This design comes from an exercise in tuning for small area and a short achievable clock period on the open sky130 flow, not from production work. In this exercise RTL edits were held to simulation tests only and were not proved equivalent to the original. Power figures rest on the tool's default switching activity, not on a simulated workload.

==> flow/config.mk <==
export PLATFORM = sky130hd
export DESIGN_NAME = sysarray_flat
export DESIGN_NICKNAME = sysarray_flat
export VERILOG_FILES = /design/flow/design.v
export SDC_FILE = /design/flow/constraint.sdc
export NUM_CORES = 4
export LEC_CHECK = 0
export CAP_MARGIN = 20
export CORE_MARGIN = 2
export CORE_UTILIZATION = 40
export CTS_BUF_LIST = sky130_fd_sc_hd__clkbuf_4 sky130_fd_sc_hd__clkbuf_8
export CTS_CLUSTER_DIAMETER = 60
export CTS_CLUSTER_SIZE = 16
export SETUP_SLACK_MARGIN = 1.0
export SLEW_MARGIN = 20
export SYNTH_HIERARCHICAL = 1
export SYNTH_MINIMUM_KEEP_SIZE = 0
==> flow/constraint.sdc <==
create_clock -name core_clock -period 5.0 [get_ports {clk}]
set_input_delay 1.0000 -clock core_clock [delete_from_list [all_inputs] [get_ports {clk}]]
set_output_delay 1.0000 -clock core_clock [all_outputs]
set_load 0.01 [all_outputs]
==> flow/design.v <==
`default_nettype none
`timescale 1ns/1ns
module pe (
    input  logic        clk,
    input  logic        rst,
    input  logic        clr,
    input  logic [7:0]  a_in,
    input  logic [7:0]  b_in,
    output logic [17:0] acc_out
);
    logic [17:0] sum;
    logic pp0_0;
    logic pp0_1;
    logic pp0_2;
    logic pp0_3;
    logic pp0_4;
    logic pp0_5;
    logic pp0_6;
    logic pp0_7;
    logic pp1_0;
    logic pp1_1;
    logic pp1_2;
    logic pp1_3;
    logic pp1_4;
    logic pp1_5;
    logic pp1_6;
    logic pp1_7;
    logic pp2_0;
    logic pp2_1;
    logic pp2_2;
    logic pp2_3;
    logic pp2_4;
    logic pp2_5;
    logic pp2_6;
    logic pp2_7;
    logic pp3_0;
    logic pp3_1;
    logic pp3_2;
    logic pp3_3;
    logic pp3_4;
    logic pp3_5;
    logic pp3_6;
    logic pp3_7;
    logic pp4_0;
    logic pp4_1;
    logic pp4_2;
    logic pp4_3;
    logic pp4_4;
    logic pp4_5;
    logic pp4_6;
    logic pp4_7;
    logic pp5_0;
    logic pp5_1;
    logic pp5_2;
    logic pp5_3;
    logic pp5_4;
    logic pp5_5;
    logic pp5_6;
    logic pp5_7;
    logic pp6_0;
    logic pp6_1;
    logic pp6_2;
    logic pp6_3;
    logic pp6_4;
    logic pp6_5;
    logic pp6_6;
    logic pp6_7;
    logic pp7_0;
    logic pp7_1;
    logic pp7_2;
    logic pp7_3;
    logic pp7_4;
    logic pp7_5;
    logic pp7_6;
    logic pp7_7;
    logic ha_s0;
    logic ha_c0;
    logic fa_s0;
    logic fa_c0;
    logic ha_s1;
    logic ha_c1;
    logic fa_s1;
    logic fa_c1;
    logic fa_s2;
    logic fa_c2;
    logic ha_s2;
    logic ha_c2;
    logic fa1_s0;
    logic fa1_c0;
    logic fa_s3;
    logic fa_c3;
    logic fa_s4;
    logic fa_c4;
    logic fa_s5;
    logic fa_c5;
    logic fa_s6;
    logic fa_c6;
    logic fa_s7;
    logic fa_c7;
    logic ha_s3;
    logic ha_c3;
    logic fa_s8;
    logic fa_c8;
    logic ha_s4;
    logic ha_c4;
    logic fa_s9;
    logic fa_c9;
    logic fa_s10;
    logic fa_c10;
    logic fa_s11;
    logic fa_c11;
    logic fa_s12;
    logic fa_c12;
    logic fa_s13;
    logic fa_c13;
    logic fa_s14;
    logic fa_c14;
    logic iv_s0;
    logic fa_s15;
    logic fa_c15;
    logic fa_s16;
    logic fa_c16;
    logic fa_s17;
    logic fa_c17;
    logic fa_s18;
    logic fa_c18;
    logic fa_s19;
    logic fa_c19;
    logic fa_s20;
    logic fa_c20;
    logic fa_s21;
    logic fa_c21;
    logic fa_s22;
    logic fa_c22;
    logic fa_s23;
    logic fa_c23;
    logic ha_s5;
    logic ha_c5;
    logic fa_s24;
    logic fa_c24;
    logic fa_s25;
    logic fa_c25;
    logic fa_s26;
    logic fa_c26;
    logic fa_s27;
    logic fa_c27;
    logic fx_s0;
    logic fx_c0;
    logic fx_s0_xy;
    logic fx_s1;
    logic fx_c1;
    logic fx_s1_xy;
    logic fx_s2;
    logic fx_c2;
    logic fx_s2_xy;
    logic fx_s3;
    logic fx_c3;
    logic fx_s3_xy;
    logic fx_s4;
    logic fx_c4;
    logic fx_s4_xy;
    logic fa_s28;
    logic fa_c28;
    logic fa_s29;
    logic fa_c29;
    logic ha_s6;
    logic ha_c6;
    logic fa_s30;
    logic fa_c30;
    logic fa_s31;
    logic fa_c31;
    logic fa_s32;
    logic fa_c32;
    logic fx_s5;
    logic fx_c5;
    logic fx_s5_xy;
    logic fx_s6;
    logic fx_c6;
    logic fx_s6_xy;
    logic fx_s7;
    logic fx_c7;
    logic fx_s7_xy;
    logic fx_s8;
    logic fx_c8;
    logic fx_s8_xy;
    logic fx_s9;
    logic fx_c9;
    logic fx_s9_xy;
    logic fx_s10;
    logic fx_c10;
    logic fx_s10_xy;
    logic fx_s11;
    logic fx_c11;
    logic fx_s11_xy;
    logic fx_s12;
    logic fx_c12;
    logic fx_s12_xy;
    logic fx_s13;
    logic fx_c13;
    logic fx_s13_xy;
    logic fa_s33;
    logic fa_c33;
    logic ha_s7;
    logic ha_c7;
    logic rc_s0;
    logic rc_c0;
    logic rc_s1;
    logic rc_c1;
    logic rc_s2;
    logic rc_c2;
    logic pp_p4;
    logic pp_g4;
    logic pp_p5;
    logic pp_g5;
    logic pp_p6;
    logic pp_g6;
    logic pp_p7;
    logic pp_g7;
    logic pp_p8;
    logic pp_g8;
    logic pp_p9;
    logic pp_g9;
    logic pp_p10;
    logic pp_g10;
    logic pp_p11;
    logic pp_g11;
    logic pp_p12;
    logic pp_g12;
    logic pp_p13;
    logic pp_g13;
    logic pp_p14;
    logic pp_g14;
    logic pp_p15;
    logic pp_g15;
    logic iv_s1;
    logic pp_p16;
    logic pp_g16;
    logic iv_s2;
    logic pp_p17;
    logic pp_g17;
    logic iv_s3;
    logic pg1;
    logic pg2;
    logic pq3;
    logic pg4;
    logic pq5;
    logic pg6;
    logic pq7;
    logic pg8;
    logic pq9;
    logic pg10;
    logic pq11;
    logic pg12;
    logic pq13;
    logic pn14;
    logic pg15;
    logic pg16;
    logic pn17;
    logic pg18;
    logic pn19;
    logic pq20;
    logic pg21;
    logic pq22;
    logic pn23;
    logic pg24;
    logic pn25;
    logic pq26;
    logic pg27;
    logic pq28;
    logic pg29;
    logic pn30;
    logic pg31;
    logic pn32;
    logic pg33;
    logic pg34;
    logic pg35;
    logic pq36;
    logic pn37;
    logic pg38;
    logic pn39;
    logic pq40;
    logic pn41;
    logic pg42;
    logic pg43;
    logic pg44;
    logic pn45;
    logic pg46;
    logic pg47;
    logic pn48;
    logic pg49;
    assign pp0_0 = a_in[0] & b_in[0];
    assign pp0_1 = a_in[0] & b_in[1];
    assign pp0_2 = a_in[0] & b_in[2];
    assign pp0_3 = a_in[0] & b_in[3];
    assign pp0_4 = a_in[0] & b_in[4];
    assign pp0_5 = a_in[0] & b_in[5];
    assign pp0_6 = a_in[0] & b_in[6];
    assign pp0_7 = ~(a_in[0] & b_in[7]);
    assign pp1_0 = a_in[1] & b_in[0];
    assign pp1_1 = a_in[1] & b_in[1];
    assign pp1_2 = a_in[1] & b_in[2];
    assign pp1_3 = a_in[1] & b_in[3];
    assign pp1_4 = a_in[1] & b_in[4];
    assign pp1_5 = a_in[1] & b_in[5];
    assign pp1_6 = a_in[1] & b_in[6];
    assign pp1_7 = ~(a_in[1] & b_in[7]);
    assign pp2_0 = a_in[2] & b_in[0];
    assign pp2_1 = a_in[2] & b_in[1];
    assign pp2_2 = a_in[2] & b_in[2];
    assign pp2_3 = a_in[2] & b_in[3];
    assign pp2_4 = a_in[2] & b_in[4];
    assign pp2_5 = a_in[2] & b_in[5];
    assign pp2_6 = a_in[2] & b_in[6];
    assign pp2_7 = ~(a_in[2] & b_in[7]);
    assign pp3_0 = a_in[3] & b_in[0];
    assign pp3_1 = a_in[3] & b_in[1];
    assign pp3_2 = a_in[3] & b_in[2];
    assign pp3_3 = a_in[3] & b_in[3];
    assign pp3_4 = a_in[3] & b_in[4];
    assign pp3_5 = a_in[3] & b_in[5];
    assign pp3_6 = a_in[3] & b_in[6];
    assign pp3_7 = ~(a_in[3] & b_in[7]);
    assign pp4_0 = a_in[4] & b_in[0];
    assign pp4_1 = a_in[4] & b_in[1];
    assign pp4_2 = a_in[4] & b_in[2];
    assign pp4_3 = a_in[4] & b_in[3];
    assign pp4_4 = a_in[4] & b_in[4];
    assign pp4_5 = a_in[4] & b_in[5];
    assign pp4_6 = a_in[4] & b_in[6];
    assign pp4_7 = ~(a_in[4] & b_in[7]);
    assign pp5_0 = a_in[5] & b_in[0];
    assign pp5_1 = a_in[5] & b_in[1];
    assign pp5_2 = a_in[5] & b_in[2];
    assign pp5_3 = a_in[5] & b_in[3];
    assign pp5_4 = a_in[5] & b_in[4];
    assign pp5_5 = a_in[5] & b_in[5];
    assign pp5_6 = a_in[5] & b_in[6];
    assign pp5_7 = ~(a_in[5] & b_in[7]);
    assign pp6_0 = a_in[6] & b_in[0];
    assign pp6_1 = a_in[6] & b_in[1];
    assign pp6_2 = a_in[6] & b_in[2];
    assign pp6_3 = a_in[6] & b_in[3];
    assign pp6_4 = a_in[6] & b_in[4];
    assign pp6_5 = a_in[6] & b_in[5];
    assign pp6_6 = a_in[6] & b_in[6];
    assign pp6_7 = ~(a_in[6] & b_in[7]);
    assign pp7_0 = ~(a_in[7] & b_in[0]);
    assign pp7_1 = ~(a_in[7] & b_in[1]);
    assign pp7_2 = ~(a_in[7] & b_in[2]);
    assign pp7_3 = ~(a_in[7] & b_in[3]);
    assign pp7_4 = ~(a_in[7] & b_in[4]);
    assign pp7_5 = ~(a_in[7] & b_in[5]);
    assign pp7_6 = ~(a_in[7] & b_in[6]);
    assign pp7_7 = a_in[7] & b_in[7];
    ha u_ha_s0 (.x(acc_out[5]), .y(pp0_5), .s(ha_s0), .c(ha_c0));
    fa u_fa_s0 (.x(pp1_5), .y(acc_out[6]), .z(pp0_6), .s(fa_s0), .c(fa_c0));
    ha u_ha_s1 (.x(pp2_4), .y(pp3_3), .s(ha_s1), .c(ha_c1));
    fa u_fa_s1 (.x(pp1_6), .y(acc_out[7]), .z(pp0_7), .s(fa_s1), .c(fa_c1));
    fa u_fa_s2 (.x(pp4_3), .y(pp2_5), .z(pp3_4), .s(fa_s2), .c(fa_c2));
    ha u_ha_s2 (.x(pp5_2), .y(pp6_1), .s(ha_s2), .c(ha_c2));
    assign fa1_s0 = acc_out[8] ^ pp1_7;
    assign fa1_c0 = acc_out[8] | pp1_7;
    fa u_fa_s3 (.x(pp4_4), .y(pp2_6), .z(pp3_5), .s(fa_s3), .c(fa_c3));
    fa u_fa_s4 (.x(pp7_1), .y(pp5_3), .z(pp6_2), .s(fa_s4), .c(fa_c4));
    fa u_fa_s5 (.x(pp3_6), .y(acc_out[9]), .z(pp2_7), .s(fa_s5), .c(fa_c5));
    fa u_fa_s6 (.x(pp6_3), .y(pp4_5), .z(pp5_4), .s(fa_s6), .c(fa_c6));
    fa u_fa_s7 (.x(pp4_6), .y(acc_out[10]), .z(pp3_7), .s(fa_s7), .c(fa_c7));
    ha u_ha_s3 (.x(acc_out[3]), .y(pp0_3), .s(ha_s3), .c(ha_c3));
    fa u_fa_s8 (.x(pp1_3), .y(acc_out[4]), .z(pp0_4), .s(fa_s8), .c(fa_c8));
    ha u_ha_s4 (.x(pp2_2), .y(pp3_1), .s(ha_s4), .c(ha_c4));
    fa u_fa_s9 (.x(pp3_2), .y(pp1_4), .z(pp2_3), .s(fa_s9), .c(fa_c9));
    fa u_fa_s10 (.x(ha_s0), .y(pp4_1), .z(pp5_0), .s(fa_s10), .c(fa_c10));
    fa u_fa_s11 (.x(pp6_0), .y(pp4_2), .z(pp5_1), .s(fa_s11), .c(fa_c11));
    fa u_fa_s12 (.x(fa_s0), .y(ha_c0), .z(ha_s1), .s(fa_s12), .c(fa_c12));
    fa u_fa_s13 (.x(ha_s2), .y(pp7_0), .z(ha_c1), .s(fa_s13), .c(fa_c13));
    fa u_fa_s14 (.x(fa_s2), .y(fa_c0), .z(fa_s1), .s(fa_s14), .c(fa_c14));
    pinv u_iv_s0 (.a(fa1_s0), .y(iv_s0));
    fa u_fa_s15 (.x(fa_c1), .y(ha_c2), .z(iv_s0), .s(fa_s15), .c(fa_c15));
    fa u_fa_s16 (.x(fa_s4), .y(fa_c2), .z(fa_s3), .s(fa_s16), .c(fa_c16));
    fa u_fa_s17 (.x(fa_c3), .y(pp7_2), .z(fa1_c0), .s(fa_s17), .c(fa_c17));
    fa u_fa_s18 (.x(fa_s6), .y(fa_c4), .z(fa_s5), .s(fa_s18), .c(fa_c18));
    fa u_fa_s19 (.x(pp7_3), .y(pp5_5), .z(pp6_4), .s(fa_s19), .c(fa_c19));
    fa u_fa_s20 (.x(fa_s7), .y(fa_c5), .z(fa_c6), .s(fa_s20), .c(fa_c20));
    fa u_fa_s21 (.x(pp5_6), .y(acc_out[11]), .z(pp4_7), .s(fa_s21), .c(fa_c21));
    fa u_fa_s22 (.x(fa_c7), .y(pp6_5), .z(pp7_4), .s(fa_s22), .c(fa_c22));
    fa u_fa_s23 (.x(pp6_6), .y(acc_out[12]), .z(pp5_7), .s(fa_s23), .c(fa_c23));
    ha u_ha_s5 (.x(acc_out[2]), .y(pp0_2), .s(ha_s5), .c(ha_c5));
    fa u_fa_s24 (.x(pp3_0), .y(pp1_2), .z(pp2_1), .s(fa_s24), .c(fa_c24));
    fa u_fa_s25 (.x(ha_s4), .y(pp4_0), .z(ha_c3), .s(fa_s25), .c(fa_c25));
    fa u_fa_s26 (.x(fa_s9), .y(ha_c4), .z(fa_c8), .s(fa_s26), .c(fa_c26));
    fa u_fa_s27 (.x(fa_c10), .y(fa_c9), .z(fa_s11), .s(fa_s27), .c(fa_c27));
    xor2m u_fx_s0_xy (.a(fa_c11), .b(fa_s13), .y(fx_s0_xy));
    xor2m u_fx_s0 (.a(fx_s0_xy), .b(fa_c12), .y(fx_s0));
    maj3m u_fx_c0 (.a(fa_c11), .b(fa_s13), .c(fa_c12), .y(fx_c0));
    xor2m u_fx_s1_xy (.a(fa_c13), .b(fa_c14), .y(fx_s1_xy));
    xor2m u_fx_s1 (.a(fx_s1_xy), .b(fa_s15), .y(fx_s1));
    maj3m u_fx_c1 (.a(fa_c13), .b(fa_c14), .c(fa_s15), .y(fx_c1));
    xor2m u_fx_s2_xy (.a(fa_c15), .b(fa_c16), .y(fx_s2_xy));
    xor2m u_fx_s2 (.a(fx_s2_xy), .b(fa_s17), .y(fx_s2));
    maj3m u_fx_c2 (.a(fa_c15), .b(fa_c16), .c(fa_s17), .y(fx_c2));
    xor2m u_fx_s3_xy (.a(fa_s19), .b(fa_c17), .y(fx_s3_xy));
    xor2m u_fx_s3 (.a(fx_s3_xy), .b(fa_c18), .y(fx_s3));
    maj3m u_fx_c3 (.a(fa_s19), .b(fa_c17), .c(fa_c18), .y(fx_c3));
    xor2m u_fx_s4_xy (.a(fa_c19), .b(fa_s21), .y(fx_s4_xy));
    xor2m u_fx_s4 (.a(fx_s4_xy), .b(fa_c20), .y(fx_s4));
    maj3m u_fx_c4 (.a(fa_c19), .b(fa_s21), .c(fa_c20), .y(fx_c4));
    fa u_fa_s28 (.x(fa_s23), .y(pp7_5), .z(fa_c21), .s(fa_s28), .c(fa_c28));
    fa u_fa_s29 (.x(pp7_6), .y(acc_out[13]), .z(pp6_7), .s(fa_s29), .c(fa_c29));
    ha u_ha_s6 (.x(acc_out[1]), .y(pp0_1), .s(ha_s6), .c(ha_c6));
    fa u_fa_s30 (.x(ha_s5), .y(pp1_1), .z(pp2_0), .s(fa_s30), .c(fa_c30));
    fa u_fa_s31 (.x(fa_s24), .y(ha_c5), .z(ha_s3), .s(fa_s31), .c(fa_c31));
    fa u_fa_s32 (.x(fa_s25), .y(fa_c24), .z(fa_s8), .s(fa_s32), .c(fa_c32));
    xor2m u_fx_s5_xy (.a(fa_c25), .b(fa_s10), .y(fx_s5_xy));
    xor2m u_fx_s5 (.a(fx_s5_xy), .b(fa_s26), .y(fx_s5));
    maj3m u_fx_c5 (.a(fa_c25), .b(fa_s10), .c(fa_s26), .y(fx_c5));
    xor2m u_fx_s6_xy (.a(fa_c26), .b(fa_s12), .y(fx_s6_xy));
    xor2m u_fx_s6 (.a(fx_s6_xy), .b(fa_s27), .y(fx_s6));
    maj3m u_fx_c6 (.a(fa_c26), .b(fa_s12), .c(fa_s27), .y(fx_c6));
    xor2m u_fx_s7_xy (.a(fa_s14), .b(fa_c27), .y(fx_s7_xy));
    xor2m u_fx_s7 (.a(fx_s7_xy), .b(fx_s0), .y(fx_s7));
    maj3m u_fx_c7 (.a(fa_s14), .b(fa_c27), .c(fx_s0), .y(fx_c7));
    xor2m u_fx_s8_xy (.a(fa_s16), .b(fx_c0), .y(fx_s8_xy));
    xor2m u_fx_s8 (.a(fx_s8_xy), .b(fx_s1), .y(fx_s8));
    maj3m u_fx_c8 (.a(fa_s16), .b(fx_c0), .c(fx_s1), .y(fx_c8));
    xor2m u_fx_s9_xy (.a(fa_s18), .b(fx_c1), .y(fx_s9_xy));
    xor2m u_fx_s9 (.a(fx_s9_xy), .b(fx_s2), .y(fx_s9));
    maj3m u_fx_c9 (.a(fa_s18), .b(fx_c1), .c(fx_s2), .y(fx_c9));
    xor2m u_fx_s10_xy (.a(fa_s20), .b(fx_c2), .y(fx_s10_xy));
    xor2m u_fx_s10 (.a(fx_s10_xy), .b(fx_s3), .y(fx_s10));
    maj3m u_fx_c10 (.a(fa_s20), .b(fx_c2), .c(fx_s3), .y(fx_c10));
    xor2m u_fx_s11_xy (.a(fa_s22), .b(fx_s4), .y(fx_s11_xy));
    xor2m u_fx_s11 (.a(fx_s11_xy), .b(fx_c3), .y(fx_s11));
    maj3m u_fx_c11 (.a(fa_s22), .b(fx_s4), .c(fx_c3), .y(fx_c11));
    xor2m u_fx_s12_xy (.a(fa_c22), .b(fa_s28), .y(fx_s12_xy));
    xor2m u_fx_s12 (.a(fx_s12_xy), .b(fx_c4), .y(fx_s12));
    maj3m u_fx_c12 (.a(fa_c22), .b(fa_s28), .c(fx_c4), .y(fx_c12));
    xor2m u_fx_s13_xy (.a(fa_c23), .b(fa_s29), .y(fx_s13_xy));
    xor2m u_fx_s13 (.a(fx_s13_xy), .b(fa_c28), .y(fx_s13));
    maj3m u_fx_c13 (.a(fa_c23), .b(fa_s29), .c(fa_c28), .y(fx_c13));
    fa u_fa_s33 (.x(fa_c29), .y(acc_out[14]), .z(pp7_7), .s(fa_s33), .c(fa_c33));
    ha u_ha_s7 (.x(acc_out[0]), .y(pp0_0), .s(ha_s7), .c(ha_c7));
    fa u_rc_s0 (.x(ha_c7), .y(pp1_0), .z(ha_s6), .s(rc_s0), .c(rc_c0));
    fa u_rc_s1 (.x(rc_c0), .y(ha_c6), .z(fa_s30), .s(rc_s1), .c(rc_c1));
    fa u_rc_s2 (.x(rc_c1), .y(fa_c30), .z(fa_s31), .s(rc_s2), .c(rc_c2));
    pinv u_iv_s1 (.a(acc_out[15]), .y(iv_s1));
    pinv u_iv_s2 (.a(acc_out[16]), .y(iv_s2));
    pinv u_iv_s3 (.a(acc_out[17]), .y(iv_s3));
    assign sum[0] = ha_s7;
    assign sum[1] = rc_s0;
    assign sum[2] = rc_s1;
    assign sum[3] = rc_s2;
    ha u_hpg4 (.x(fa_c31), .y(fa_s32), .s(pp_p4), .c(pp_g4));
    ha u_hpg5 (.x(fa_c32), .y(fx_s5), .s(pp_p5), .c(pp_g5));
    ha u_hpg6 (.x(fx_c5), .y(fx_s6), .s(pp_p6), .c(pp_g6));
    ha u_hpg7 (.x(fx_c6), .y(fx_s7), .s(pp_p7), .c(pp_g7));
    ha u_hpg8 (.x(fx_c7), .y(fx_s8), .s(pp_p8), .c(pp_g8));
    ha u_hpg9 (.x(fx_c8), .y(fx_s9), .s(pp_p9), .c(pp_g9));
    ha u_hpg10 (.x(fx_c9), .y(fx_s10), .s(pp_p10), .c(pp_g10));
    ha u_hpg11 (.x(fx_c10), .y(fx_s11), .s(pp_p11), .c(pp_g11));
    ha u_hpg12 (.x(fx_c11), .y(fx_s12), .s(pp_p12), .c(pp_g12));
    ha u_hpg13 (.x(fx_c12), .y(fx_s13), .s(pp_p13), .c(pp_g13));
    ha u_hpg14 (.x(fx_c13), .y(fa_s33), .s(pp_p14), .c(pp_g14));
    ha u_hpg15 (.x(fa_c33), .y(iv_s1), .s(pp_p15), .c(pp_g15));
    ha u_hpg16 (.x(acc_out[15]), .y(iv_s2), .s(pp_p16), .c(pp_g16));
    ha u_hpg17 (.x(acc_out[16]), .y(iv_s3), .s(pp_p17), .c(pp_g17));
    paoi u_pg1 (.g1(pp_g4), .p1(pp_p4), .g0(rc_c2), .y(pg1));
    paoi u_pg2 (.g1(pp_g6), .p1(pp_p6), .g0(pp_g5), .y(pg2));
    pnand u_pq3 (.a(pp_p6), .b(pp_p5), .y(pq3));
    paoi u_pg4 (.g1(pp_g8), .p1(pp_p8), .g0(pp_g7), .y(pg4));
    pnand u_pq5 (.a(pp_p8), .b(pp_p7), .y(pq5));
    paoi u_pg6 (.g1(pp_g10), .p1(pp_p10), .g0(pp_g9), .y(pg6));
    pnand u_pq7 (.a(pp_p10), .b(pp_p9), .y(pq7));
    paoi u_pg8 (.g1(pp_g12), .p1(pp_p12), .g0(pp_g11), .y(pg8));
    pnand u_pq9 (.a(pp_p12), .b(pp_p11), .y(pq9));
    paoi u_pg10 (.g1(pp_g14), .p1(pp_p14), .g0(pp_g13), .y(pg10));
    pnand u_pq11 (.a(pp_p14), .b(pp_p13), .y(pq11));
    paoi u_pg12 (.g1(pp_g16), .p1(pp_p16), .g0(pp_g15), .y(pg12));
    pnand u_pq13 (.a(pp_p16), .b(pp_p15), .y(pq13));
    pinv u_pn14 (.a(pg1), .y(pn14));
    paoi u_pg15 (.g1(pp_g5), .p1(pp_p5), .g0(pn14), .y(pg15));
    poai u_pg16 (.g1(pg2), .p1(pq3), .g0(pg1), .y(pg16));
    pinv u_pn17 (.a(pg4), .y(pn17));
    paoi u_pg18 (.g1(pp_g9), .p1(pp_p9), .g0(pn17), .y(pg18));
    pinv u_pn19 (.a(pq5), .y(pn19));
    pnand u_pq20 (.a(pp_p9), .b(pn19), .y(pq20));
    poai u_pg21 (.g1(pg6), .p1(pq7), .g0(pg4), .y(pg21));
    pnor u_pq22 (.a(pq7), .b(pq5), .y(pq22));
    pinv u_pn23 (.a(pg8), .y(pn23));
    paoi u_pg24 (.g1(pp_g13), .p1(pp_p13), .g0(pn23), .y(pg24));
    pinv u_pn25 (.a(pq9), .y(pn25));
    pnand u_pq26 (.a(pp_p13), .b(pn25), .y(pq26));
    poai u_pg27 (.g1(pg10), .p1(pq11), .g0(pg8), .y(pg27));
    pnor u_pq28 (.a(pq11), .b(pq9), .y(pq28));
    paoi u_pg29 (.g1(pp_g7), .p1(pp_p7), .g0(pg16), .y(pg29));
    pinv u_pn30 (.a(pg16), .y(pn30));
    poai u_pg31 (.g1(pg4), .p1(pq5), .g0(pn30), .y(pg31));
    pinv u_pn32 (.a(pg16), .y(pn32));
    poai u_pg33 (.g1(pg18), .p1(pq20), .g0(pn32), .y(pg33));
    paoi u_pg34 (.g1(pg21), .p1(pq22), .g0(pg16), .y(pg34));
    paoi u_pg35 (.g1(pp_g15), .p1(pp_p15), .g0(pg27), .y(pg35));
    pnand u_pq36 (.a(pp_p15), .b(pq28), .y(pq36));
    pinv u_pn37 (.a(pg27), .y(pn37));
    poai u_pg38 (.g1(pg12), .p1(pq13), .g0(pn37), .y(pg38));
    pinv u_pn39 (.a(pq28), .y(pn39));
    pnor u_pq40 (.a(pq13), .b(pn39), .y(pq40));
    pinv u_pn41 (.a(pg34), .y(pn41));
    paoi u_pg42 (.g1(pp_g11), .p1(pp_p11), .g0(pn41), .y(pg42));
    poai u_pg43 (.g1(pg8), .p1(pq9), .g0(pg34), .y(pg43));
    poai u_pg44 (.g1(pg24), .p1(pq26), .g0(pg34), .y(pg44));
    pinv u_pn45 (.a(pg34), .y(pn45));
    paoi u_pg46 (.g1(pg27), .p1(pq28), .g0(pn45), .y(pg46));
    poai u_pg47 (.g1(pg35), .p1(pq36), .g0(pg34), .y(pg47));
    pinv u_pn48 (.a(pg34), .y(pn48));
    paoi u_pg49 (.g1(pg38), .p1(pq40), .g0(pn48), .y(pg49));
    assign sum[4] = pp_p4 ^ rc_c2;
    assign sum[5] = ~(pp_p5 ^ pg1);
    assign sum[6] = ~(pp_p6 ^ pg15);
    assign sum[7] = pp_p7 ^ pg16;
    assign sum[8] = ~(pp_p8 ^ pg29);
    assign sum[9] = pp_p9 ^ pg31;
    assign sum[10] = pp_p10 ^ pg33;
    assign sum[11] = ~(pp_p11 ^ pg34);
    assign sum[12] = ~(pp_p12 ^ pg42);
    assign sum[13] = pp_p13 ^ pg43;
    assign sum[14] = pp_p14 ^ pg44;
    assign sum[15] = ~(pp_p15 ^ pg46);
    assign sum[16] = pp_p16 ^ pg47;
    assign sum[17] = ~(pp_p17 ^ pg49);
    always_ff @(posedge clk) begin
        if (rst || clr) acc_out <= '0;
        else            acc_out <= sum;
    end
endmodule
module fa (
    input  logic x,
    input  logic y,
    input  logic z,
    output logic s,
    output logic c
);
    assign s = x ^ y ^ z;
    assign c = (x & y) | (x & z) | (y & z);
endmodule
module ha (
    input  logic x,
    input  logic y,
    output logic s,
    output logic c
);
    assign s = x ^ y;
    assign c = x & y;
endmodule
module xor2m (input logic a, input logic b, output logic y);
    assign y = a ^ b;
endmodule
module maj3m (input logic a, input logic b, input logic c, output logic y);
    assign y = (a & b) | (c & (a | b));
endmodule
module paoi (input logic g1, input logic p1, input logic g0, output logic y);
    assign y = ~(g1 | (p1 & g0));
endmodule
module poai (input logic g1, input logic p1, input logic g0, output logic y);
    assign y = ~(g1 & (p1 | g0));
endmodule
module pnand (input logic a, input logic b, output logic y);
    assign y = ~(a & b);
endmodule
module pnor (input logic a, input logic b, output logic y);
    assign y = ~(a | b);
endmodule
module pinv (input logic a, output logic y);
    assign y = ~a;
endmodule
`default_nettype none
`timescale 1ns/1ns
module sysarray (
    input  logic               clk,
    input  logic               rst,
    input  logic               clr,
    input  logic [2:0][7:0]    left,
    input  logic [2:0][7:0]    top,
    output logic [8:0][17:0]   out
);
    logic [2:0][2:0][7:0] a_in;   
    logic [2:0][2:0][7:0] b_in;   
    genvar r, c;
    generate
        for (r = 0; r < 3; r++) begin : g_row
            assign a_in[r][0] = left[r];
            assign b_in[0][r] = top[r];
            for (c = 0; c < 3; c++) begin : g_col
                if (c < 2) begin : g_hop
                    logic [7:0] a_q, b_q;
                    always_ff @(posedge clk) begin
                        if (rst) begin
                            a_q <= '0;
                            b_q <= '0;
                        end else begin
                            a_q <= a_in[r][c];
                            b_q <= b_in[c][r];
                        end
                    end
                    assign a_in[r][c+1] = a_q;
                    assign b_in[c+1][r] = b_q;
                end
                pe u_pe (
                    .clk(clk),
                    .rst(rst),
                    .clr(clr),
                    .a_in(a_in[r][c]),
                    .b_in(b_in[r][c]),
                    .acc_out(out[3*r+c])
                );
            end
        end
    endgenerate
endmodule
`default_nettype none
`timescale 1ns/1ns
module sysarray_flat (
    input  wire         clk,
    input  wire         rst,
    input  wire         clr,
    input  wire [23:0]  a_left,
    input  wire [23:0]  b_top,
    output wire [161:0] acc_out
);
    sysarray u_arr (
        .clk(clk),
        .rst(rst),
        .clr(clr),
        .left(a_left),
        .top(b_top),
        .out(acc_out)
    );
endmodule
==> flow/flow/run.sh <==
#!/bin/bash
set -euo pipefail
export BUFFER_PORTS_ARGS="-buffer_cell sky130_fd_sc_hd__buf_1"
export PRE_RESIZE_TCL="$PWD/flow/pre_resize.tcl"
bash standard.sh > standard.log 2>&1
==> flow/flow/pre_resize.tcl <==
# Input-port buffers (named input* by buffer_ports) to buf_4.
set n 0
foreach inst [get_cells input*] {
  if { [get_property $inst ref_name] == "sky130_fd_sc_hd__buf_1" } {
    replace_cell $inst sky130_fd_sc_hd__buf_4
    incr n
  }
}
puts "pre_resize: $n input buffers made sky130_fd_sc_hd__buf_4"
==> flow/standard.sh <==
#!/bin/bash
# synth_recipe.tcl (not shown) runs the flow's synth.tcl, then flattens the netlist and writes it again
# the make line also repeats each setting of config.mk as NAME=value (left out here)
make -C /OpenROAD-flow-scripts/flow DESIGN_CONFIG=/design/flow/config.mk WORK_HOME=/design/flow/orfs CLKGATE_MAP_FILE= SYNTH_SCRIPT=/design/flow/synth_recipe.tcl "${@:-finish}"
==> results of run 1 <==
## modules after synthesis, one instance, submodules excluded, a selection
module	copies in the design	flops+latches	cells inside
sysarray	1	96	202
pnor	27	0	1
poai	81	0	1
pinv	144	0	1
xor2m	252	0	1
pnand	81	0	1
pe	9	18	122
ha	198	0	1
fa	333	0	1
paoi	144	0	1
maj3m	126	0	1
## routing by layer
metal | part of all wire | vias to the layer above | GRT usage
li1 | - | 8964 | -
met1 | 0.44 | 9207 | 0.238
met2 | 0.49 | 337 | 0.327
met3 | 0.042 | 97 | 0.0318
met4 | 0.030 | 0 | 0.0595
met5 | 0 | - | 0
## path summary, 6_finish.rpt
path                                                               to  cells past startpoint                                            start
setup / recovery  u_arr.g_row[2].g_col[0].u_pe.acc_out[14]$_SDFF_PP0_                     13                                       a_left[17]
hold / removal        u_arr.g_row[2].g_col[1].g_hop.a_q[1]$_SDFF_PP0_                      1  u_arr.g_row[2].g_col[0].g_hop.a_q[1]$_SDFF_PP0_
setup reg to reg  u_arr.g_row[2].g_col[0].u_pe.acc_out[14]$_SDFF_PP0_                     12  u_arr.g_row[0].g_col[1].g_hop.b_q[3]$_SDFF_PP0_
hold reg to reg       u_arr.g_row[2].g_col[1].g_hop.a_q[1]$_SDFF_PP0_                      1  u_arr.g_row[2].g_col[0].g_hop.a_q[1]$_SDFF_PP0_
## layout by cell type, fill, tap and decap left out
cell type / netlist / routed
a21oi_2: 144 / 137
a21oi_4: 0 / 7
and2_1: 495 / 495
buf_1: 0 / 162
buf_4: 1 / 61
bufinv_16: 0 / 1
clkbuf_4: 0 / 2
clkbuf_8: 0 / 41
clkinv_2: 0 / 5
clkinv_4: 0 / 5
clkinv_8: 0 / 1
clkinvlp_4: 0 / 4
dfxtp_1: 258 / 226
dfxtp_2: 0 / 32
diode_2: 0 / 1
fa_1: 333 / 333
ha_1: 207 / 207
inv_1: 162 / 162
inv_6: 0 / 6
inv_8: 0 / 4
maj3_2: 126 / 126
nand2_1: 198 / 198
nor2_1: 153 / 153
nor2_2: 9 / 9
nor2b_1: 96 / 96
o21ai_1: 81 / 81
or2_1: 9 / 9
xnor2_1: 63 / 63
xor2_1: 315 / 315
## state kept, by name, summed over array words and instances (netlist names)
signal                          cells
u_arr.g_row.g_col.g_hop.b_q        48
u_arr.g_row.g_col.u_pe.acc_out    162
u_arr.g_row.g_col.g_hop.a_q        48
## repair_timing
| action | CTS | global route |
|---|---|---|
| hold buffers | 0 | 0 |
| buffers inserted | 0 | 5 |
| endpoints found under the setup margin | 0 | 39 |
| gates resized for setup | 0 | 39 |
## kinds of logic (layout without fill, tap and decap cells)
group / after synthesis / in the layout / share of synthesized area
simple gates: 960 / 960 / 0.191
other cells: 0 / 1 / 0
buf+inv: 199 / 454 / 0.0343
flops: 258 / 258 / 0.192
xor+xnor: 378 / 378 / 0.123
fa+ha+maj: 666 / 666 / 0.397
compound gates: 225 / 225 / 0.0620
## area by class of cell
cell class / instances / area (um2)
antenna: 1 / 2.50
sequential: 258 / 5200
timing repair buffer: 224 / 1070
inverter: 162 / 608
clock buffer: 42 / 572
tap: 873 / 1090
clock inverter: 26 / 243
fill: 6524 / 37200
multi-input combinational: 2229 / 20800
## power groups by stage
| stage | Combinational, mW | Sequential (mW) | Clock, mW |
|---|---|---|---|
| 6_report | 9.79 | 2.74 | 1.90 |
| 5_1_grt | 11.0 | 2.80 | 2.08 |
| 4_1_cts | 9.70 | 2.75 | 2.00 |
| 3_5_place_dp | 9.62 | 2.80 | 0 |
| 3_3_place_gp | 9.25 | 2.79 | 0 |
| 2_1_floorplan | 7.86 | 2.80 | 0 |
==> flow_summary.json, run 1 <==
{
  "rrSetupSlack_ps": 1250,
  "placed_cell_area_um2": 28700,
  "fin_skew_ps": 24.8,
  "wl_per_cell_um": 16.7,
  "antenna_found_initial": 1,
  "grt_pass1_wl_um": 106000,
  "power.switching_mw": 6.89,
  "clk_path_buf_depth": 3,
  "place_hpwl_um": 51600,
  "vdd_ir_drop_max_mv": 0.487,
  "rows": 95,
  "vias": 18605,
  "cts.sinks": 258,
  "clkLatencyLatePin_ps": 620,
  "status": "no timing/DRC/antenna violations",
  "synth.most_common_cell": "and2_1",
  "synthFlopType": "dfxtp_1",
  "worstPathMaxFanout": 9,
  "crit_arrival_ps": 4330,
  "drt_wl_total_um": 63600,
  "post-route-period-util": 0.771,
  "crit_chain": "buf_4 -> and2_1 -> fa_1 -> fa_1 -> maj3_2 -> ha_1 -> nand2_1 -> o21ai_1 -> a21oi_4 -> buf_4 -> o21ai_1 -> xnor2_1 -> nor2_1",
  "finalSetupViolations": 0,
  "p_comb_frac": 0.678,
  "crit_family": "adder cells",
  "grt_pass1_vias": 20562,
  "max_freq_mhz": 259,
  "p_leak_nw": 13.5,
  "portBuffers": 212,
  "slowest_delay_ps": 560,
  "die_w_um": 263,
  "die-area_um2": 69300,
  "via_per_inst": 4.88,
  "hold_violations": 0,
  "yosys.area.top_type": "fa_1",
  "coreArea_um2": 66800,
  "netlist_instances": 2686,
  "gp_congestion": 0.851,
  "fin_ws_ps": 1140,
  "async_flop_share": 0,
  "dr.pass1.iters": 5,
  "cts_tree": "built",
  "synth_top_area_frac": 0.248,
  "slowest_stage": "fa_1",
  "clkPwrFrac": 0.132,
  "syn-cell-area_um2": 26900,
  "fin_nets": 3504,
  "drv_cap": 0,
  "drv_slew": 0,
  "die_h_um": 263,
  "power.internal_mw": 7.55,
  "grt-ovfl-total": 0,
  "remaining_drc_errors": 0,
  "cts-htree-levels": 2,
  "power_density_nw_per_um2": 487,
  "drive_gt1_frac": 0.150,
  "ys_top_cells_by_area": "fa_1 (25%), dfxtp_1 (19%), and2_1 (12%)",
  "synth-seq-cells": 258,
  "worst_hold_slack_ps": 528,
  "critPathBufInv": 2,
  "boundaryPins": 213,
  "antenna_left": 0,
  "fin_util": 0.444,
  "synth_edf_count": 0,
  "cp.required_ps": 5480,
  "relSlewSlack": 0.521,
  "final_cells": 3815,
  "crit_path_end_kind": "flop",
  "cts.clk_slew.worst_paths_ps": 90,
  "start_util": 0.402,
  "grt_usage": 0.188,
  "critical_path_class": "primary input to flop",
  "cts-root-buf": "clkbuf_8",
  "switching_share": 0.477,
  "cts_buffers": 38,
  "worst_slew_pin_slew_ps": 719,
  "ys_warn_count": 8,
  "place_ws_ps": 499,
  "p_total_mw": 14.4,
  "area_growth_syn_to_layout_pct": 10.3,
  "stdcell_area_um2": 29600,
  "period_minus_slack_ps": 3860,
  "syn_nets": 3277,
  "hp-class": "flop to flop",
  "setup.worst_path.start_class": "primary input",
  "synth-seq-area-share": 0.192,
  "syn-mean-instance-area_um2": 10.0,
  "rsz0062_at_grt": "false",
  "tns_ps": 0,
  "yosysUniqueCellTypes": 19,
  "grt_max_degree": 45,
  "dr.first_iter.drc_count": 638,
  "placed_cells": 3741,
  "pwr-share-seq": 0.190,
  "synth_commonest_cells": "and2_1 (495), fa_1 (333), xor2_1 (315)"
}
==> inputs of run 2 (changes only) <==
--- a/flow/config.mk
+++ b/flow/config.mk
@@ -12,5 +12,5 @@
 export CTS_CLUSTER_DIAMETER = 60
 export CTS_CLUSTER_SIZE = 16
-export SETUP_SLACK_MARGIN = 1.0
+export SETUP_SLACK_MARGIN = 1.2
 export SLEW_MARGIN = 20
 export SYNTH_HIERARCHICAL = 1
==> run 2 against run 1 <==
Net effect:
- still clean on timing, DRC and antenna
- power is 4.8% higher
- maximum frequency is 3.7% higher
- final cell count is 0.55% higher
- critical endpoint is now u_arr.g_row[2].g_col[0].u_pe.acc_out[17]$_SDFF_PP0_
- largest power group unchanged
- highest routed layer is now met5
==> flow_summary.json, run 2 <==
{
  "cts.sinks": 258,
  "wl_per_cell_um": 17.5,
  "syn-mean-instance-area_um2": 10.0,
  "gp_congestion": 0.844,
  "cp.required_ps": 5470,
  "worstPathMaxFanout": 9,
  "fin_util": 0.454,
  "p_leak_nw": 13.6,
  "synth-seq-cells": 258,
  "p_total_mw": 15.1,
  "antenna_found_initial": 7,
  "cts-root-buf": "clkbuf_8",
  "drv_cap": 0,
  "hold_violations": 0,
  "crit_path_end_kind": "flop",
  "reg2reg_depth": 14,
  "netlist_instances": 2686,
  "yosysUniqueCellTypes": 19,
  "fin_skew_ps": 42.2,
  "worst_slew_pin_slew_ps": 843,
  "final_common_cell": "and2_1",
  "async_flop_share": 0,
  "area_growth_syn_to_layout_pct": 12.8,
  "relSlewSlack": 0.438,
  "synth_top_area_frac": 0.248,
  "placed_cells": 3744,
  "grt_pass1_wl_um": 110000,
  "place_hpwl_um": 53300,
  "rr_endpoint": "u_arr.g_row[1].g_col[2].u_pe.acc_out[12]$_SDFF_PP0_",
  "cts_buffers": 40,
  "period_minus_slack_ps": 3720,
  "portBuffers": 212,
  "final_cells": 3836,
  "crit_arrival_ps": 4200,
  "crit_chain": "buf_4 -> and2_1 -> fa_1 -> fa_1 -> maj3_2 -> maj3_2 -> ha_2 -> nand2_1 -> nor2_2 -> inv_1 -> nor2_1 -> a21oi_2 -> xor2_1 -> nor2_1",
  "reg2reg_from": "u_arr.g_row[2].g_col[0].g_hop.b_q[6]$_SDFF_PP0_",
  "boundaryPins": 213,
  "rrSetupSlack_ps": 1370,
  "grt-ovfl-total": 0,
  "cts_tree": "built",
  "grt_pass1_vias": 20707,
  "start_util": 0.402,
  "ys_warn_count": 8,
  "cts-htree-levels": 2,
  "die_h_um": 263,
  "synth.most_common_cell": "and2_1",
  "cts.clk_slew.worst_paths_ps": 80,
  "stdcell_area_um2": 30300,
  "power_density_nw_per_um2": 499,
  "clkLatencyLatePin_ps": 630,
  "top_regs": "u_arr.g_row.g_col.u_pe.acc_out x162, u_arr.g_row.g_col.g_hop.a_q x48, u_arr.g_row.g_col.g_hop.b_q x48",
  "clk_path_buf_depth": 3,
  "remaining_drc_errors": 0,
  "setup.worst_path.start_class": "primary input",
  "hold_path_end": "u_arr.g_row[2].g_col[1].g_hop.a_q[5]$_SDFF_PP0_",
  "syn_nets": 3277,
  "synth-seq-area-share": 0.192,
  "grt_usage": 0.197,
  "via_per_inst": 4.90,
  "placed_cell_area_um2": 28900,
  "max_freq_mhz": 269,
  "yosys.area.top_type": "fa_1",
  "tns_ps": 0,
  "min-delay-start": "u_arr.g_row[2].g_col[0].g_hop.a_q[5]$_SDFF_PP0_",
  "drt_wl_total_um": 67100,
  "slowest_delay_ps": 470,
  "rows": 95,
  "drv_slew": 0,
  "status": "no timing/DRC/antenna violations",
  "antenna_left": 0,
  "hold_buffers": 0,
  "dr.first_iter.drc_count": 567,
  "ys_top_cells_by_area": "fa_1 (25%), dfxtp_1 (19%), and2_1 (12%)",
  "vdd_ir_drop_max_mv": 0.426,
  "syn-cell-area_um2": 26900,
  "finalSetupViolations": 0,
  "whs_path_depth": 1,
  "drive_gt1_frac": 0.194,
  "synthFlopType": "dfxtp_1",
  "die-area_um2": 69300,
  "critical_path_class": "primary input to flop",
  "dr.pass1.iters": 5,
  "hp-class": "flop to flop",
  "regMostFlops": "u_arr.g_row.g_col.u_pe.acc_out",
  "rsz0062_at_grt": "true",
  "synth_edf_count": 0,
  "synth_commonest_cells": "and2_1 (495), fa_1 (333), xor2_1 (315)",
  "post-route-period-util": 0.744,
  "vias": 18793,
  "slowest_stage": "fa_1",
  "final_cell_mix": "and2_1 (482), xor2_1 (310), fa_1 (304)",
  "grt_max_degree": 59,
  "die_w_um": 263,
  "coreArea_um2": 66800,
  "fin_nets": 3521,
  "largest_register_ff_count": 162
}
run 2: changes by cell type in the layout (fill, tap and decap cells not counted), moves of 13 or more:
cell,previous run,this run
and2_4,0,13
o21ai_1,81,66
dfxtp_2,32,53
buf_4,61,76
dfxtp_1,226,185
fa_1,333,304
o21ai_2,0,14
dfxtp_4,0,20
and2_1,495,482
fa_2,0,29
run 2: logic make-up (layout without fill, tap and decap cells):
logic type,count (synthesis),in the layout,synth area share
adder cells (fa/ha/maj),666,666,0.397
buffers and inverters,199,473,0.0343
other,0,3,0
AND/OR/NAND/NOR,960,960,0.191
XOR/XNOR,378,378,0.123
flip-flops,258,258,0.192
AO/OA/AOI/OAI,225,225,0.0620
run 2: where the power goes:
part           leakage, nW  internal, mW  switching (mW)
Sequential            2.15          2.40           0.350
Clock                0.491          1.19            1.03
Combinational         11.0          4.52            5.65
run 2: worst max path at each step:
| stage | from | endpoint | slack (ps) | cells after the start |
|---|---|---|---|---|
| final | a_left[20] | u_arr.g_row[2].g_col[0].u_pe.acc_out[17]$_SDFF_PP0_ | 1280 | 14 |
| after global routing | u_arr.g_row[2].g_col[0].g_hop.b_q[6]$_SDFF_PP0_ | u_arr.g_row[1].g_col[2].u_pe.acc_out[17]$_SDFF_PP0_ | 1170 | 14 |
| after CTS | u_arr.g_row[2].g_col[0].g_hop.a_q[3]$_SDFF_PP0_ | u_arr.g_row[2].g_col[1].u_pe.acc_out[12]$_SDFF_PP0_ | 1210 | 14 |
| after detailed placement | a_left[16] | u_arr.g_row[2].g_col[0].u_pe.acc_out[17]$_SDFF_PP0_ | 540 | 13 |
| after global placement | b_top[13] | u_arr.g_row[0].g_col[1].u_pe.acc_out[12]$_SDFF_PP0_ | 340 | 15 |
| after floorplan | a_left[1] | u_arr.g_row[0].g_col[0].u_pe.acc_out[15]$_SDFF_PP0_ | 1100 | 14 |
run 2: critical path, delay by kind of cell:
| family | cells | cell delay (ps) |
|---|---|---|
| fa+ha+maj | 5 | 2010 |
| simple gates | 5 | 710 |
| buf+inv | 2 | 220 |
| xor+xnor | 1 | 160 |
| compound gates | 1 | 80 |
run 2: per-module statistics from Yosys, one instance, submodules excluded, excerpt:
module / times used / cells / area (um2) / flops+latches
fa: 333 / 1 / 20.0 / 0
ha: 198 / 1 / 12.5 / 0
maj3m: 126 / 1 / 11.3 / 0
paoi: 144 / 1 / 8.76 / 0
pe: 9 / 122 / 987 / 18
pinv: 144 / 1 / 3.75 / 0
pnand: 81 / 1 / 3.75 / 0
pnor: 27 / 1 / 3.75 / 0
poai: 81 / 1 / 5.00 / 0
sysarray: 1 / 202 / 2600 / 96
xor2m: 252 / 1 / 8.76 / 0
run 2: final cells by class:
type,instances,area (um2)
Inverter,162,608
Clock inverter,26,349
Timing Repair Buffer,239,1190
Multi-Input combinational cell,2229,21100
Sequential cell,258,5310
Tap cell,873,1090
Antenna cell,3,7.51
Fill cell,6337,36500
Clock buffer,46,627
run 2: what timing repair did:
action / in CTS / in global routing
setup endpoints to repair: 28 / 54
pin swaps: 0 / 23
buffers inserted: 0 / 17
endpoints found under the hold margin: 0 / 0
gates resized for setup: 24 / 104
run 2: metal layers:
layer | global-route usage | share of wire
met5 | 0 | 0.00049
met4 | 0.0658 | 0.030
met3 | 0.0392 | 0.047
met2 | 0.339 | 0.49
met1 | 0.246 | 0.44
run 2: metrics by stage:
| step | worst slack [ps] | hold WS [ps] |
|---|---|---|
| after global placement | 342 | 560 |
| after global routing | 1170 | 545 |
| after floorplan | 1100 | 436 |
| after CTS | 1210 | 568 |
| after detailed placement | 540 | 558 |
| final | 1280 | 537 |
==> inputs of run 3 (changes only) <==
--- a/flow/design.v
+++ b/flow/design.v
@@ -254,22 +254,22 @@
     logic pq13;
     logic pn14;
-    logic pg15;
+    logic pn15;
     logic pg16;
-    logic pn17;
-    logic pg18;
+    logic pg17;
+    logic pn18;
     logic pn19;
-    logic pq20;
-    logic pg21;
-    logic pq22;
-    logic pn23;
-    logic pg24;
+    logic pg20;
+    logic pq21;
+    logic pg22;
+    logic pq23;
+    logic pn24;
     logic pn25;
-    logic pq26;
-    logic pg27;
-    logic pq28;
-    logic pg29;
-    logic pn30;
-    logic pg31;
-    logic pn32;
+    logic pg26;
+    logic pq27;
+    logic pg28;
+    logic pq29;
+    logic pg30;
+    logic pn31;
+    logic pg32;
     logic pg33;
     logic pg34;
@@ -277,16 +277,19 @@
     logic pq36;
     logic pn37;
-    logic pg38;
-    logic pn39;
+    logic pn38;
+    logic pg39;
     logic pq40;
     logic pn41;
-    logic pg42;
+    logic pn42;
     logic pg43;
     logic pg44;
     logic pn45;
-    logic pg46;
+    logic pn46;
     logic pg47;
     logic pn48;
-    logic pg49;
+    logic pn49;
+    logic pg50;
+    logic pg51;
+    logic pg52;
     assign pp0_0 = a_in[0] & b_in[0];
     assign pp0_1 = a_in[0] & b_in[1];
@@ -477,54 +480,57 @@
     paoi u_pg12 (.g1(pp_g16), .p1(pp_p16), .g0(pp_g15), .y(pg12));
     pnand u_pq13 (.a(pp_p16), .b(pp_p15), .y(pq13));
-    pinv u_pn14 (.a(pg1), .y(pn14));
-    paoi u_pg15 (.g1(pp_g5), .p1(pp_p5), .g0(pn14), .y(pg15));
-    poai u_pg16 (.g1(pg2), .p1(pq3), .g0(pg1), .y(pg16));
-    pinv u_pn17 (.a(pg4), .y(pn17));
-    paoi u_pg18 (.g1(pp_g9), .p1(pp_p9), .g0(pn17), .y(pg18));
-    pinv u_pn19 (.a(pq5), .y(pn19));
-    pnand u_pq20 (.a(pp_p9), .b(pn19), .y(pq20));
-    poai u_pg21 (.g1(pg6), .p1(pq7), .g0(pg4), .y(pg21));
-    pnor u_pq22 (.a(pq7), .b(pq5), .y(pq22));
-    pinv u_pn23 (.a(pg8), .y(pn23));
-    paoi u_pg24 (.g1(pp_g13), .p1(pp_p13), .g0(pn23), .y(pg24));
-    pinv u_pn25 (.a(pq9), .y(pn25));
-    pnand u_pq26 (.a(pp_p13), .b(pn25), .y(pq26));
-    poai u_pg27 (.g1(pg10), .p1(pq11), .g0(pg8), .y(pg27));
-    pnor u_pq28 (.a(pq11), .b(pq9), .y(pq28));
-    paoi u_pg29 (.g1(pp_g7), .p1(pp_p7), .g0(pg16), .y(pg29));
-    pinv u_pn30 (.a(pg16), .y(pn30));
-    poai u_pg31 (.g1(pg4), .p1(pq5), .g0(pn30), .y(pg31));
-    pinv u_pn32 (.a(pg16), .y(pn32));
-    poai u_pg33 (.g1(pg18), .p1(pq20), .g0(pn32), .y(pg33));
-    paoi u_pg34 (.g1(pg21), .p1(pq22), .g0(pg16), .y(pg34));
-    paoi u_pg35 (.g1(pp_g15), .p1(pp_p15), .g0(pg27), .y(pg35));
-    pnand u_pq36 (.a(pp_p15), .b(pq28), .y(pq36));
-    pinv u_pn37 (.a(pg27), .y(pn37));
-    poai u_pg38 (.g1(pg12), .p1(pq13), .g0(pn37), .y(pg38));
-    pinv u_pn39 (.a(pq28), .y(pn39));
-    pnor u_pq40 (.a(pq13), .b(pn39), .y(pq40));
-    pinv u_pn41 (.a(pg34), .y(pn41));
-    paoi u_pg42 (.g1(pp_g11), .p1(pp_p11), .g0(pn41), .y(pg42));
-    poai u_pg43 (.g1(pg8), .p1(pq9), .g0(pg34), .y(pg43));
-    poai u_pg44 (.g1(pg24), .p1(pq26), .g0(pg34), .y(pg44));
-    pinv u_pn45 (.a(pg34), .y(pn45));
-    paoi u_pg46 (.g1(pg27), .p1(pq28), .g0(pn45), .y(pg46));
-    poai u_pg47 (.g1(pg35), .p1(pq36), .g0(pg34), .y(pg47));
-    pinv u_pn48 (.a(pg34), .y(pn48));
-    paoi u_pg49 (.g1(pg38), .p1(pq40), .g0(pn48), .y(pg49));
+    pinv u_pn14 (.a(pp_g5), .y(pn14));
+    pinv u_pn15 (.a(pp_p5), .y(pn15));
+    poai u_pg16 (.g1(pn14), .p1(pn15), .g0(pg1), .y(pg16));
+    poai u_pg17 (.g1(pg2), .p1(pq3), .g0(pg1), .y(pg17));
+    pinv u_pn18 (.a(pp_g9), .y(pn18));
+    pinv u_pn19 (.a(pp_p9), .y(pn19));
+    poai u_pg20 (.g1(pn18), .p1(pn19), .g0(pg4), .y(pg20));
+    pnor u_pq21 (.a(pn19), .b(pq5), .y(pq21));
+    poai u_pg22 (.g1(pg6), .p1(pq7), .g0(pg4), .y(pg22));
+    pnor u_pq23 (.a(pq7), .b(pq5), .y(pq23));
+    pinv u_pn24 (.a(pp_g13), .y(pn24));
+    pinv u_pn25 (.a(pp_p13), .y(pn25));
+    poai u_pg26 (.g1(pn24), .p1(pn25), .g0(pg8), .y(pg26));
+    pnor u_pq27 (.a(pn25), .b(pq9), .y(pq27));
+    poai u_pg28 (.g1(pg10), .p1(pq11), .g0(pg8), .y(pg28));
+    pnor u_pq29 (.a(pq11), .b(pq9), .y(pq29));
+    paoi u_pg30 (.g1(pp_g7), .p1(pp_p7), .g0(pg17), .y(pg30));
+    pinv u_pn31 (.a(pg17), .y(pn31));
+    poai u_pg32 (.g1(pg4), .p1(pq5), .g0(pn31), .y(pg32));
+    paoi u_pg33 (.g1(pg20), .p1(pq21), .g0(pg17), .y(pg33));
+    paoi u_pg34 (.g1(pg22), .p1(pq23), .g0(pg17), .y(pg34));
+    paoi u_pg35 (.g1(pp_g15), .p1(pp_p15), .g0(pg28), .y(pg35));
+    pnand u_pq36 (.a(pp_p15), .b(pq29), .y(pq36));
+    pinv u_pn37 (.a(pg12), .y(pn37));
+    pinv u_pn38 (.a(pq13), .y(pn38));
+    paoi u_pg39 (.g1(pn37), .p1(pn38), .g0(pg28), .y(pg39));
+    pnand u_pq40 (.a(pn38), .b(pq29), .y(pq40));
+    pinv u_pn41 (.a(pp_g11), .y(pn41));
+    pinv u_pn42 (.a(pp_p11), .y(pn42));
+    poai u_pg43 (.g1(pn41), .p1(pn42), .g0(pg34), .y(pg43));
+    poai u_pg44 (.g1(pg8), .p1(pq9), .g0(pg34), .y(pg44));
+    pinv u_pn45 (.a(pg26), .y(pn45));
+    pinv u_pn46 (.a(pq27), .y(pn46));
+    poai u_pg47 (.g1(pn45), .p1(pn46), .g0(pg34), .y(pg47));
+    pinv u_pn48 (.a(pg28), .y(pn48));
+    pinv u_pn49 (.a(pq29), .y(pn49));
+    poai u_pg50 (.g1(pn48), .p1(pn49), .g0(pg34), .y(pg50));
+    poai u_pg51 (.g1(pg35), .p1(pq36), .g0(pg34), .y(pg51));
+    poai u_pg52 (.g1(pg39), .p1(pq40), .g0(pg34), .y(pg52));
     assign sum[4] = pp_p4 ^ rc_c2;
     assign sum[5] = ~(pp_p5 ^ pg1);
-    assign sum[6] = ~(pp_p6 ^ pg15);
-    assign sum[7] = pp_p7 ^ pg16;
-    assign sum[8] = ~(pp_p8 ^ pg29);
-    assign sum[9] = pp_p9 ^ pg31;
-    assign sum[10] = pp_p10 ^ pg33;
+    assign sum[6] = pp_p6 ^ pg16;
+    assign sum[7] = pp_p7 ^ pg17;
+    assign sum[8] = ~(pp_p8 ^ pg30);
+    assign sum[9] = pp_p9 ^ pg32;
+    assign sum[10] = ~(pp_p10 ^ pg33);
     assign sum[11] = ~(pp_p11 ^ pg34);
-    assign sum[12] = ~(pp_p12 ^ pg42);
-    assign sum[13] = pp_p13 ^ pg43;
-    assign sum[14] = pp_p14 ^ pg44;
-    assign sum[15] = ~(pp_p15 ^ pg46);
-    assign sum[16] = pp_p16 ^ pg47;
-    assign sum[17] = ~(pp_p17 ^ pg49);
+    assign sum[12] = pp_p12 ^ pg43;
+    assign sum[13] = pp_p13 ^ pg44;
+    assign sum[14] = pp_p14 ^ pg47;
+    assign sum[15] = pp_p15 ^ pg50;
+    assign sum[16] = pp_p16 ^ pg51;
+    assign sum[17] = pp_p17 ^ pg52;
     always_ff @(posedge clk) begin
         if (rst || clr) acc_out <= '0;
--- a/flow/config.mk
+++ b/flow/config.mk
@@ -12,5 +12,5 @@
 export CTS_CLUSTER_DIAMETER = 60
 export CTS_CLUSTER_SIZE = 16
-export SETUP_SLACK_MARGIN = 1.2
+export SETUP_SLACK_MARGIN = 1.1
 export SLEW_MARGIN = 20
 export SYNTH_HIERARCHICAL = 1
==> run 3 against run 2 <==
Net effect:
- still clean
- final cell count rose by 0.18%
- first-iteration DRC count rose by 12%
- worst setup slack lost 44 ps
- routed wire length is 3.0% lower
- power shrank 4.4%
- count of clock-buffer cells in the layout fell by 1
- combinational power decreased by 5%
- global-route usage down 0.58 points
- clock power fell by 7%
- register-to-register slack lost 110 ps
- non-clock buffer count is 13 lower
- largest cell class unchanged
- largest power group unchanged
==> flow_summary.json, run 3 <==
{
  "status": "no timing/DRC/antenna violations",
  "yosys.area.top_type": "fa_1",
  "dr.pass1.iters": 4,
  "tns_ps": 0,
  "post-route-period-util": 0.753,
  "die_h_um": 263,
  "hp-class": "flop to flop",
  "hold_path_end": "u_arr.g_row[2].g_col[1].g_hop.a_q[0]$_SDFF_PP0_",
  "place_ws_ps": 630,
  "cts_buffers": 41,
  "setup.worst_path.start_class": "primary input",
  "slowest_delay_ps": 530,
  "top_regs": "u_arr.g_row.g_col.u_pe.acc_out x162, u_arr.g_row.g_col.g_hop.a_q x48, u_arr.g_row.g_col.g_hop.b_q x48",
  "crit_chain": "buf_4 -> and2_1 -> ha_1 -> fa_1 -> fa_1 -> xor2_1 -> ha_1 -> nand2_1 -> o21ai_1 -> a21oi_4 -> o21ai_1 -> xnor2_1 -> nor2_1",
  "syn-mean-instance-area_um2": 9.89,
  "clkLatencyLatePin_ps": 660,
  "yosysUniqueCellTypes": 19,
  "antenna_left": 0,
  "portBuffers": 212,
  "critPathBufInv": 1,
  "wl_per_cell_um": 16.9,
  "clk_path_buf_depth": 3,
  "cts-root-buf": "clkbuf_8",
  "drv_slew": 0,
  "relSlewSlack": 0.535,
  "boundaryPins": 213,
  "die-area_um2": 69200,
  "synth_top_area_frac": 0.248,
  "finalSetupViolations": 0,
  "whs_path_depth": 1,
  "drt_wl_total_um": 65000,
  "area_growth_syn_to_layout_pct": 10.8,
  "worstPathMaxFanout": 9,
  "critical_path_class": "primary input to flop",
  "synth-seq-cells": 258,
  "max_freq_mhz": 266,
  "synthFlopType": "dfxtp_1",
  "grt_pass1_wl_um": 107000,
  "grt_usage": 0.191,
  "grt_max_degree": 58,
  "drv_cap": 0,
  "p_leak_nw": 13.3,
  "synth_edf_count": 0,
  "via_per_inst": 4.89,
  "final_common_cell": "and2_1",
  "fin_nets": 3536,
  "fin_skew_ps": 62.1,
  "crit_path_end_kind": "flop",
  "synth-seq-area-share": 0.192,
  "synth_commonest_cells": "and2_1 (495), fa_1 (333), xor2_1 (288)",
  "slowest_stage": "o21ai_1",
  "coreArea_um2": 66100,
  "hold_buffers": 0,
  "rr_endpoint": "u_arr.g_row[1].g_col[1].u_pe.acc_out[14]$_SDFF_PP0_",
  "reg2reg_from": "u_arr.g_row[1].g_col[0].g_hop.b_q[5]$_SDFF_PP0_",
  "async_flop_share": 0,
  "gp_congestion": 0.872,
  "fin_ws_ps": 1240,
  "period_minus_slack_ps": 3760,
  "cts_tree": "built",
  "vias": 18804,
  "rrSetupSlack_ps": 1260,
  "rows": 94,
  "largest_register_ff_count": 162,
  "syn-cell-area_um2": 26800,
  "rsz0062_at_grt": "true",
  "reg2reg_depth": 12,
  "cts.sinks": 258,
  "dr.first_iter.drc_count": 636,
  "die_w_um": 263,
  "grt_pass1_vias": 20795,
  "min-delay-start": "u_arr.g_row[2].g_col[0].g_hop.a_q[0]$_SDFF_PP0_",
  "regMostFlops": "u_arr.g_row.g_col.u_pe.acc_out",
  "syn_nets": 3304,
  "cts.clk_slew.worst_paths_ps": 70,
  "remaining_drc_errors": 0,
  "hold_violations": 0,
  "grt-ovfl-total": 0,
  "netlist_instances": 2713,
  "vdd_ir_drop_max_mv": 0.391,
  "place_hpwl_um": 52400,
  "synth.most_common_cell": "and2_1",
  "crit_arrival_ps": 4230,
  "start_util": 0.406,
  "antenna_found_initial": 3,
  "cts_setup_buffers": 0,
  "ys_warn_count": 8,
  "ys_top_cells_by_area": "fa_1 (25%), dfxtp_1 (19%), and2_1 (12%)",
  "drive_gt1_frac": 0.144,
  "crit_family": "adder cells",
  "worst_slew_pin_slew_ps": 692,
  "cts-htree-levels": 2,
  "power_density_nw_per_um2": 487,
  "cp.required_ps": 5470,
  "final_cell_mix": "and2_1 (495), fa_1 (323), xor2_1 (288)"
}
## run 3: changes by cell type after synthesis, sizes merged
cell | previous run | this run
xnor2 | 63 | 90
nor2 | 162 | 171
o21ai | 81 | 117
a21oi | 144 | 108
inv | 162 | 189
nand2 | 198 | 189
xor2 | 315 | 288
## run 3: logic make-up (layout without fill, tap and decap cells)
| group | Yosys count | count (layout) | synth area share |
|---|---|---|---|
| AO/OA/AOI/OAI | 225 | 225 | 0.0571 |
| AND/OR/NAND/NOR | 960 | 960 | 0.191 |
| XOR/XNOR | 378 | 378 | 0.123 |
| other | 0 | 2 | 0 |
| adder cells (fa/ha/maj) | 666 | 666 | 0.398 |
| flip-flops | 258 | 258 | 0.192 |
| buffers and inverters | 226 | 490 | 0.0381 |
## run 3: how the worst max path moves through the flow
stage	slack [ps]	start	depth (start not counted)	endpoint
after floorplan	1110	a_left[2]	13	u_arr.g_row[0].g_col[0].u_pe.acc_out[17]$_SDFF_PP0_
after global placement	440	b_top[23]	13	u_arr.g_row[0].g_col[2].u_pe.acc_out[17]$_SDFF_PP0_
after detailed placement	630	b_top[10]	12	u_arr.g_row[0].g_col[1].u_pe.acc_out[12]$_SDFF_PP0_
after CTS	1110	u_arr.g_row[1].g_col[0].g_hop.a_q[1]$_SDFF_PP0_	13	u_arr.g_row[1].g_col[1].u_pe.acc_out[17]$_SDFF_PP0_
after global routing	1070	u_arr.g_row[1].g_col[0].g_hop.a_q[1]$_SDFF_PP0_	13	u_arr.g_row[1].g_col[1].u_pe.acc_out[14]$_SDFF_PP0_
final	1240	b_top[13]	13	u_arr.g_row[0].g_col[1].u_pe.acc_out[13]$_SDFF_PP0_
## run 3: what timing repair did
action | 4_1_cts | 5_1_grt
pin swaps | 0 | 0
endpoints found under the setup margin | 6 | 49
resized for setup | 3 | 43
hold endpoints to repair | 0 | 0
## run 3: per-module statistics from Yosys (local to each module, per instance), excerpt
module    area (um2)  flip-flops and latches  times used  cells
pinv            3.75                       0         171      1
pe               987                      18           9    122
paoi            8.76                       0         108      1
pnand           3.75                       0          72      1
sysarray        2600                      96           1    202
fa              20.0                       0         333      1
xor2m           8.76                       0         252      1
maj3m           11.3                       0         126      1
poai            5.00                       0         117      1
ha              12.5                       0         198      1
## run 3: routing by layer
| metal | part of all wire | global-route usage |
|---|---|---|
| met1 | 0.43 | 0.235 |
| met2 | 0.50 | 0.338 |
| met3 | 0.047 | 0.0400 |
| met4 | 0.025 | 0.0524 |
| met5 | 0.00025 | 0 |
## run 3: where the power goes
part	internal (mW)	leakage [nW]	switching (mW)
registers	2.40	2.13	0.336
clock network	0.952	0.452	1.10
logic	4.23	10.7	5.45
## run 3: cell type report
type	count	area [um2]
timing repair buffer	226	1100
clock inverter	30	287
inverter	189	709
fill	6395	36400
sequential	258	5220
tap	864	1080
clock buffer	45	613
multi-input combinational	2229	20700
antenna	2	5.00
## run 3: worst reg2reg max path, delay by kind of cell, from the launching register on
family | cells | cell delay, ps
DFF | 1 | 410
AOI/OAI and AO/OA | 3 | 970
xor gates and xnor gates | 2 | 330
adders and majority gates | 4 | 1550
and+or+nand+nor | 3 | 300
## run 3: per-stage QoR
| step | power, mW | util | hold slack [ps] | cell area (um2) | cells |
|---|---|---|---|---|---|
| finish | 14.5 | 0.450 | 544 | 29700 | 3843 |
| global route | 15.9 | 0.450 | 561 | 29700 | 3842 |
| CTS | 14.6 | 0.448 | 552 | 29600 | 3841 |
| detailed placement | 12.4 | 0.435 | 569 | 28700 | 3766 |
| global placement | 12.0 | 0.432 | 553 | 28500 | 3766 |
| floorplan | 10.5 | - | 436 | 26900 | 2713 |

## static timing again, ports no longer ideal
How much do the figures lean on ideal ports? The routed layouts below were timed once more, with nothing changed but the port constraints.
Step 1: set_driving_cell puts a clkbuf_16 on clk and a buf_2 on each other input, an assumption about the parent block.
Step 2 also shifts input and output timing later by t, the mid clock arrival at the registers, as if the neighbouring blocks saw the same clock.
a / b / c = ideal ports / drivers / drivers and shift; a / b = the first two.
| run | shift t [ns] | slack for setup (ns) | worst slew at a driven data input, ns |
|---|---|---|---|
| run 1 | 0.656 | 1.143 / 1.159 / 0.503 | 0.07 |
| run 2 | 0.672 | 1.279 / 1.317 / 0.644 | 0.09 |
| run 3 | 0.684 | 1.236 / 1.262 / 0.586 | 0.08 |
After both steps every run listed still meets setup and hold. The setup slack of run 3, which loses most, moves by +0.026 ns with the drivers and by -0.650 ns with both steps.
